From an optimization exercise on the open Yosys and OpenROAD flow, aimed at small area and a short achievable clock period; shortcuts taken in it are not production practice.
In this exercise RTL edits were held to simulation tests only and were not proved equivalent to the original.
No activity file was given, so power comes from the tool's default toggle rates.

<file path="flow/run.sh">
#!/bin/bash
# synth_recipe.tcl (not shown) runs the flow's synth.tcl, then flattens the netlist and writes it again
# the make line also repeats each setting of config.mk as NAME=value (left out here)
make -C /OpenROAD-flow-scripts/flow DESIGN_CONFIG=/design/flow/config.mk WORK_HOME=/design/flow/orfs CLKGATE_MAP_FILE= SYNTH_SCRIPT=/design/flow/synth_recipe.tcl finish
</file>
<file path="flow/config.mk">
export PLATFORM = sky130hd
export DESIGN_NAME = SIMD
export DESIGN_NICKNAME = SIMD
export VERILOG_FILES = /design/flow/design.v
export SDC_FILE = /design/flow/constraint.sdc
export NUM_CORES = 4
export LEC_CHECK = 0
export CAP_MARGIN = 20
export CORE_MARGIN = 2
export CORE_UTILIZATION = 40
export SLEW_MARGIN = 20
</file>
<file path="flow/constraint.sdc">
create_clock -name core_clock -period 10.6 [get_ports {clk}]
set_input_delay 2.1200 -clock core_clock [delete_from_list [all_inputs] [get_ports {clk}]]
set_output_delay 2.1200 -clock core_clock [all_outputs]
set_load 0.01 [all_outputs]
</file>
<file path="flow/design.v">
`timescale 1ns/1ps
module SIMD(clk,rst,opcode,funct3,funct7,rd_data1,rd_data2,rd_data3,w_add,immed,instrc_add,wr_add,wr_data );
input clk;   
input rst;   
input [6:0] opcode;  
input [2:0] funct3;  
input [6:0] funct7;  
input [15:0] rd_data1;   
input [15:0] rd_data2;   
input [15:0] rd_data3;   
input [4:0] w_add;   
input [11:0] immed;  
output [6:0]instrc_add;
output [4:0] wr_add;     
output [15:0] wr_data;   
wire [1:0]mode;
reg [12:0]op;
wire [3:0]scr_r;
wire scr;
wire [2:0]op_r;
wire [1:0]mac_hl;
wire [15:0]sig_ex;
wire [6:0]n_instrc_add;
wire [1:0]alu_mode;
wire [12:0]alu_op;
wire alu_scr;
wire signed[15:0]source1;
wire [15:0]data2;
wire signed[15:0]source3;
wire [15:0]exsig_data;
wire signed[15:0]source2;
wire signed[7:0]source1_8_1;
wire signed[7:0]source1_8_2;
wire signed[7:0]source2_8_1;
wire signed[7:0]source2_8_2;
wire signed[7:0]source3_8_1;
wire signed[7:0]source3_8_2;
wire signed[3:0]source1_4_1;
wire signed[3:0]source1_4_2;
wire signed[3:0]source1_4_3;
wire signed[3:0]source1_4_4;
wire signed[3:0]source2_4_1;
wire signed[3:0]source2_4_2;
wire signed[3:0]source2_4_3;
wire signed[3:0]source2_4_4;
wire signed[3:0]source3_4_1;
wire signed[3:0]source3_4_2;
wire signed[3:0]source3_4_3;
wire signed[3:0]source3_4_4;
reg [15:0]result_reg;
reg [31:0]mul_reg;
reg[91:0] pip_reg;
reg [6:0] instrc_add;  
assign scr_r=opcode[3:0];
assign op_r=opcode[6:4];
assign mac_hl=funct7[1:0];
always @(posedge clk)
    begin
        if(!rst)
            instrc_add<=0;
        else
            instrc_add<=n_instrc_add;
    end
assign mode=(funct3==3'b001)? 2'b01:
            (funct3==3'b010)? 2'b10:
            (funct3==3'b100)? 2'b11:2'b00;
assign scr=(scr_r==4'b0011)? 1:0;
always @ (opcode or funct7 or mac_hl)
    begin
        case (opcode)
            7'b0111011:begin
                            case(funct7)
                                7'b0000000: op=13'b0000_0000_0000_1;  
                                7'b0100000: op=13'b0000_0000_0001_0;  
                                7'b1000001: op=13'b0000_0000_0010_0;  
                                7'b1000010: op=13'b0000_0000_0100_0;  
                                7'b0001000: op=13'b0000_0000_1000_0;  
                                7'b0010000: op=13'b0000_0001_0000_0;  
                                7'b0011000: op=13'b0000_0010_0000_0;  
                                7'b0110000: op=13'b0000_0100_0000_0;  
                                default:op=13'b0000_0000_0000_0;  
                            endcase
                        end
             7'b1001011:begin
                            case(mac_hl)
                                2'b01:op=13'b0000_1000_0000_0;  
                                2'b10:op=13'b0001_0000_0000_0;  
                                default:op=13'b0000_0000_0000_0;  
                            endcase
                        end
             7'b0100011:op=13'b0010_0000_0000_0;  
             7'b1100011:op=13'b0100_0000_0000_0;  
             7'b1010011:op=13'b1000_0000_0000_0;  
             default:op=13'b0000_0000_0000_0;  
        endcase                                   
    end
assign sig_ex={{4{immed[10]}},immed};
assign n_instrc_add=instrc_add+3'b100;
always @(posedge clk)
    begin
        if(!rst)
            pip_reg <=0;
        else
            begin
                pip_reg[1:0]<=mode;  
                pip_reg[14:2]<=op;  
                pip_reg[15]<=scr;  
                pip_reg[31:16]<= rd_data1;  
                pip_reg[47:32]<= rd_data2;  
                pip_reg[63:48]<= rd_data3;  
                pip_reg[68:64]<= w_add;  
                pip_reg[91:76]<= sig_ex; 
            end 
    end
assign alu_mode=pip_reg[1:0];
assign alu_op=pip_reg[14:2];
assign alu_scr=pip_reg[15];
assign source1=pip_reg[31:16];
assign data2=pip_reg[47:32];
assign source3=pip_reg[63:48];
assign wr_add=pip_reg[68:64];
assign exsig_data=pip_reg[91:76];
assign source2=(alu_scr==1'b0)? data2:exsig_data;
assign source1_8_1=source1[7:0];
assign source1_8_2=source1[15:8];
assign source2_8_1=source2[7:0];
assign source2_8_2=source2[15:8];
assign source3_8_1=source3[7:0];
assign source3_8_2=source3[15:8];
assign source1_4_1=source1[3:0];
assign source1_4_2=source1[7:4];
assign source1_4_3=source1[11:8];
assign source1_4_4=source1[15:12];
assign source2_4_1=source2[3:0];
assign source2_4_2=source2[7:4];
assign source2_4_3=source2[11:8];
assign source2_4_4=source2[15:12];
assign source3_4_1=source3[3:0];
assign source3_4_2=source3[7:4];
assign source3_4_3=source3[11:8];
assign source3_4_4=source3[15:12];
always @(alu_op or alu_mode or source1 or source2 or source3 or source1_8_1 or source1_8_2 or 
         source2_8_1 or source2_8_2 or source3_8_1 or source3_8_2 or source1_4_1 or source1_4_2 or
         source1_4_3 or source1_4_4 or source2_4_1 or source2_4_2 or source2_4_3 or source2_4_4 or
         source3_4_1 or source3_4_2 or source3_4_3 or source3_4_3 or source3_4_4)
    begin
        mul_reg=0;
        result_reg=0;
        case(alu_op)
           13'b0000_0000_0000_1:begin
                                    case(alu_mode)
                                        2'b01:result_reg=source1+source2;  
                                        2'b10:result_reg={source1_8_2+source2_8_2,source1_8_1+source2_8_1};  
                                        2'b11:result_reg={source1_4_4+source2_4_4,source1_4_3+source2_4_3,source1_4_2+source2_4_2,source1_4_1+source2_4_1};  
                                        default:result_reg=0;
                                    endcase
                                end
           13'b0000_0000_0001_0:begin
                                    case(alu_mode)
                                        2'b01:result_reg=source1-source2;  
                                        2'b10:result_reg={source1_8_2-source2_8_2,source1_8_1-source2_8_1};  
                                        2'b11:result_reg={source1_4_4-source2_4_4,source1_4_3-source2_4_3,source1_4_2-source2_4_2,source1_4_1-source2_4_1};  
                                        default:result_reg=0;                       
                                    endcase
                                end
           13'b0000_0000_0010_0:begin
                                    case(alu_mode)
                                        2'b01:begin
                                                mul_reg=source1*source2;  
                                                result_reg=mul_reg[15:0];  
                                              end
                                        2'b10:begin
                                                mul_reg[15:0]=source1_8_1*source2_8_1;  
                                                mul_reg[31:16]=source1_8_2*source2_8_2;
                                                result_reg={mul_reg[23:16],mul_reg[7:0]}; 
                                              end
                                        2'b11:begin
                                                mul_reg[7:0]=source1_4_1*source2_4_1;  
                                                mul_reg[15:8]=source1_4_2*source2_4_2;
                                                mul_reg[23:16]=source1_4_3*source2_4_3;
                                                mul_reg[31:24]=source1_4_4*source2_4_4;
                                                result_reg={mul_reg[27:24],mul_reg[19:16],mul_reg[11:8],mul_reg[3:0]}; 
                                              end
                                        default:begin
                                                    result_reg=0;
                                                    mul_reg=0;
                                                end
                                    endcase
                                end
           13'b0000_0000_0100_0:begin
                                    case(alu_mode)
                                        2'b01:begin 
                                                mul_reg=source1*source2;  
                                                result_reg=mul_reg[31:16];  
                                              end
                                        2'b10:begin
                                                mul_reg[15:0]=source1_8_1*source2_8_1;  
                                                mul_reg[31:16]=source1_8_2*source2_8_2;
                                                result_reg={mul_reg[31:24],mul_reg[15:8]}; 
                                              end
                                        2'b11:begin
                                                mul_reg[7:0]=source1_4_1*source2_4_1;  
                                                mul_reg[15:8]=source1_4_2*source2_4_2;
                                                mul_reg[23:16]=source1_4_3*source2_4_3;
                                                mul_reg[31:24]=source1_4_4*source2_4_4;
                                                result_reg={mul_reg[31:28],mul_reg[23:20],mul_reg[15:12],mul_reg[7:4]}; 
                                              end
                                        default:begin
                                                    result_reg=0;
                                                    mul_reg=0;
                                                end
                                    endcase
                                end
           13'b0000_0000_1000_0:result_reg=source1&source2;  
           13'b0000_0001_0000_0:result_reg=source1|source2;  
           13'b0000_0010_0000_0:result_reg=source1^source2;  
           13'b0000_0100_0000_0:result_reg=~source1;  
           13'b0000_1000_0000_0:begin
                                    case(alu_mode)
                                        2'b01:begin
                                                mul_reg=source1*source2+{{16{1'b0}},source3};  
                                                result_reg=mul_reg[15:0];  
                                              end
                                        2'b10:begin
                                                mul_reg[15:0]=source1_8_1*source2_8_1+{{8{1'b0}},source3_8_1};  
                                                mul_reg[31:16]=source1_8_2*source2_8_2+{{8{1'b0}},source3_8_2};
                                                result_reg={mul_reg[23:16],mul_reg[7:0]}; 
                                              end
                                        2'b11:begin
                                                mul_reg[7:0]=source1_4_1*source2_4_1+{{4{1'b0}},source3_4_1};  
                                                mul_reg[15:8]=source1_4_2*source2_4_2+{{4{1'b0}},source3_4_2};
                                                mul_reg[23:16]=source1_4_3*source2_4_3+{{4{1'b0}},source3_4_3};
                                                mul_reg[31:24]=source1_4_4*source2_4_4+{{4{1'b0}},source3_4_4};
                                                result_reg={mul_reg[27:24],mul_reg[19:16],mul_reg[11:8],mul_reg[3:0]}; 
                                              end
                                        default:begin
                                                    result_reg=0;
                                                    mul_reg=0;
                                                end
                                    endcase
                                end
           13'b0001_0000_0000_0:begin
                                    case(alu_mode)
                                        2'b01:begin
                                                mul_reg=source1*source2+{{16{1'b0}},source3};  
                                                result_reg=mul_reg[31:16];  
                                              end
                                        2'b10:begin
                                                mul_reg[15:0]=source1_8_1*source2_8_1+{{8{1'b0}},source3_8_1};  
                                                mul_reg[31:16]=source1_8_2*source2_8_2+{{8{1'b0}},source3_8_2};
                                                result_reg={mul_reg[31:24],mul_reg[15:8]}; 
                                              end
                                        2'b11:begin
                                                mul_reg[7:0]=source1_4_1*source2_4_1+{{4{1'b0}},source3_4_1};  
                                                mul_reg[15:8]=source1_4_2*source2_4_2+{{4{1'b0}},source3_4_2};
                                                mul_reg[23:16]=source1_4_3*source2_4_3+{{4{1'b0}},source3_4_3};
                                                mul_reg[31:24]=source1_4_4*source2_4_4+{{4{1'b0}},source3_4_4};
                                                result_reg={mul_reg[31:28],mul_reg[23:20],mul_reg[15:12],mul_reg[7:4]}; 
                                              end
                                        default:begin
                                                    result_reg=0;
                                                    mul_reg=0;
                                                end                                    
                                    endcase
                                end
           13'b0010_0000_0000_0:result_reg=(source1<<source2);  
           13'b0100_0000_0000_0:result_reg=(source1>>source2);  
           13'b1000_0000_0000_0:result_reg=(source1<<<source2);  
           default:result_reg=0;
        endcase
    end
assign wr_data=result_reg;
endmodule
</file>
==> results.txt <==
outcome timing/DRC/antenna clean; Vias about 29000; Worst-Margin Slew 1.14 ns; Clock Skews 0.00481 ns; fin crit period 10.43 ns; drt total wl 131000 um; io pins 112; crit-path max FO 12; storage element area 1730 um2; Mean Syn Cell Area 8.48 um2; leakage power around 19 nW; most frequent CP cell buf_4; Syn-to-layout area delta 11.5%; placed inst area between 30000 and 40000 um2; Cells on Worst Hold Path 1; fin area about 37000 um2; top cells by area, synth fa_1 (36%), ha_1 (15%), inv_1 (10%); critical path type reg2out; crit share post-route between 90% and 100%; DRT Pass-1 Iters 8; Slew Limit Fails 0; placeable core area 82000 um2; layout cells sized above 1 slightly below 7%; Root Driver clkbuf_16; Via-to-Cell Ratio roughly 5.6; H-tree Lvls 3; unrepaired setup endpoints after global routing true; Setup crit start kind flip-flop; CTS clk-pin slew, worst paths roughly 0.070 ns; Worst R2R Start instrc_add[2]$_SDFF_PN0_; asr flop ratio synth 0%; Max VDD drop 0.107 mV; CP Capture Type output pin; IO buf count between 100 and 150; final net count 5132; min-delay src instrc_add[2]$_SDFF_PN0_; Worst Slack Setup Final 0.167 ns; yosys warns 1; r2r setup slk 9.53 ns; Post-Place Cells 5112; Post-Place Worst Slack 0.175 ns; Synth Instances 3901; die area approximately 85000 um2; pwr dens 101 nW/um2; fmax about 96 MHz; Main synth FF type dfxtp_1; initial antenna violation count 4; first-pass GRT wire length 195000 um; CTS tree built; Worst Reg-to-Reg Cells 4; number of buffers and inverters on the critical path 12; Worst Hold Class reg2reg; area used by multi-input combinational logic 27500 um2; count leader, synth inv_1; WHS Endpoint instrc_add[2]$_SDFF_PN0_; largest net degree at the start of global routing 77; DRC Markers 0; vias in the first global route slightly below 30000; # clock sinks 86; CTS Buf Count 9; setup TNS 0 ns; Netlist cell types 81; Post-synth EDFFs 0; Worst path slowest cell clkdlybuf4s50_1; Synth top area share between 30% and 40%; clock tree buffer depth 2; max cap viols 0; critical path data required time 8.48 ns; ANT nets after route 0; drt wl/cell 25.6 um; GRT Util Overall between 30 and 40%; gpl congestion 1.05; Worst R2R End instrc_add[6]$_SDFF_PN0_; num rows approximately 110; final hold vios 0; Initial DRC Count 2811; sequential share of the synthesized area ~5.2%; Largest delay share family, worst path adder cells; Die Y 292 um; Clk Latency, worst-skew pair 0.38 ns; Final Non-Filler Cells 5130; Yosys top cell by area fa_1; GR Overflow Total 0; initial core utilization 40.4%; Setup-failing EPs final 0; cell area after synthesis 33100 um2; register bit total from synthesis 86; top cells by count, synth inv_1 (925), fa_1 (593), ha_1 (401); Worst path max stage delay 0.55 ns; Die X around 290 um; max reg flops 81; WP data arrival just over 8 ns; Filler Cell Count 8211; worst rel slew slack between 20% and 30%; Post-DP HPWL 111000 um; Util after Layout 45.0%
## worst register-to-register path, stage by stage, from the launching register on
cell and delay (ns):
dfxtp_1 0.40, ha_1 0.21, nand3_1 0.10, xnor2_1 0.13, and2_1 0.14
## layout make-up
| type | count | share of cell area (%) |
|---|---|---|
| repair buffers | 276 | 6.67 |
| multi-input cells | 2739 | 74.6 |
| clock buffers | 9 | 0.611 |
| clock inverters | 7 | 0.227 |
| inverters | 942 | 9.60 |
| well taps | 1070 | 3.63 |
| flip-flops and latches | 86 | 4.68 |
| diodes | 1 | 0.00679 |
## through the flow
stage,hold slack [ns],total power [mW]
6_report,0.486,3.72
3_5_place_dp,0.473,3.29
5_1_grt,0.529,4.04
4_1_cts,0.491,3.67
3_3_place_gp,0.468,3.29
2_1_floorplan,0.476,2.27
## placed cells by master (no fill, tap or decap), types with 32 or more instances in the layout
cell type        instances
clkdlybuf4s50_1        102
mux2i_1                 32
nand3_1                 51
nor3_1                  54
nor2_1                 261
a21o_1                  41
inv_1                  923
dfxtp_1                 82
buf_4                  158
fa_1                   589
a211oi_1                34
ha_1                   398
nand2_1                286
xnor2_1                115
and2_1                  81
xor2_1                  53
a21oi_1                168
o21ai_0                104
## per-layer routing
metal  up-vias  GRT usage [%]  wire length, um
li1      12700              -                -
met1     14200           41.3            53400
met2      1331           49.4            58500
met3       333           5.30            11400
met4         4           15.7             7870
met5         -              0               29
## worst max path at each step
stage,cells past startpoint,endpoint,startpoint,slack [ns]
5_1_grt,25,wr_data[14],pip_reg[15]$_SDFF_PN0_,-0.23
3_3_place_gp,30,wr_data[12],pip_reg[15]$_SDFF_PN0_,0.13
2_1_floorplan,27,wr_data[14],pip_reg[15]$_SDFF_PN0_,0.59
3_5_place_dp,26,wr_data[14],pip_reg[15]$_SDFF_PN0_,0.18
4_1_cts,24,wr_data[10],pip_reg[22]$_SDFF_PN0_,0.06
6_report,31,wr_data[14],pip_reg[15]$_SDFF_PN0_,0.17
## where the power goes
| group | switching [mW] | internal [mW] | leakage [nW] |
|---|---|---|---|
| registers | 0.0207 | 0.338 | 0.713 |
| clock network | 0.169 | 0.168 | 0.150 |
| logic | 1.86 | 1.17 | 17.8 |
| total | 2.05 | 1.68 | 18.6 |
## cell families after synthesis
group	synth area share, %
adders and majority gates	51.0
xor gates and xnor gates	4.45
and+or+nand+nor	12.7
buffers and inverters	12.3
AOI/OAI and AO/OA	12.6
other	0.0113
DFF	5.20
muxes	1.65
## timing repair
item                       4_1_cts  5_1_grt
setup endpoints to repair        8       10
buffers inserted                 0        1
resized for setup               19       38
hold buffers                     0        0
pin swaps                        1        7

## afterwards: timing with drivers on the ports
Ports are ideal in the flow. The routed layout listed here was re-timed in OpenROAD. Step 1 assumes that a clkbuf_16 drives the clock port and a buf_2 every other input. Step 2 times the ports against the registers' clock, not the clock port: input delays grow and output delays shrink by t, the midpoint of the rising clock arrivals with the driver on. Three values: ideal ports, drivers, drivers and shift; two values: the first two.
t, ns: 0.432
slack for setup (ns): 0.167 / 0.113 / 0.546
cell pins on the clock port's net: 1
After both steps setup and hold are still met in this run. For this run, drivers alone change the setup slack by -0.054 ns; drivers and shift together by +0.379 ns.
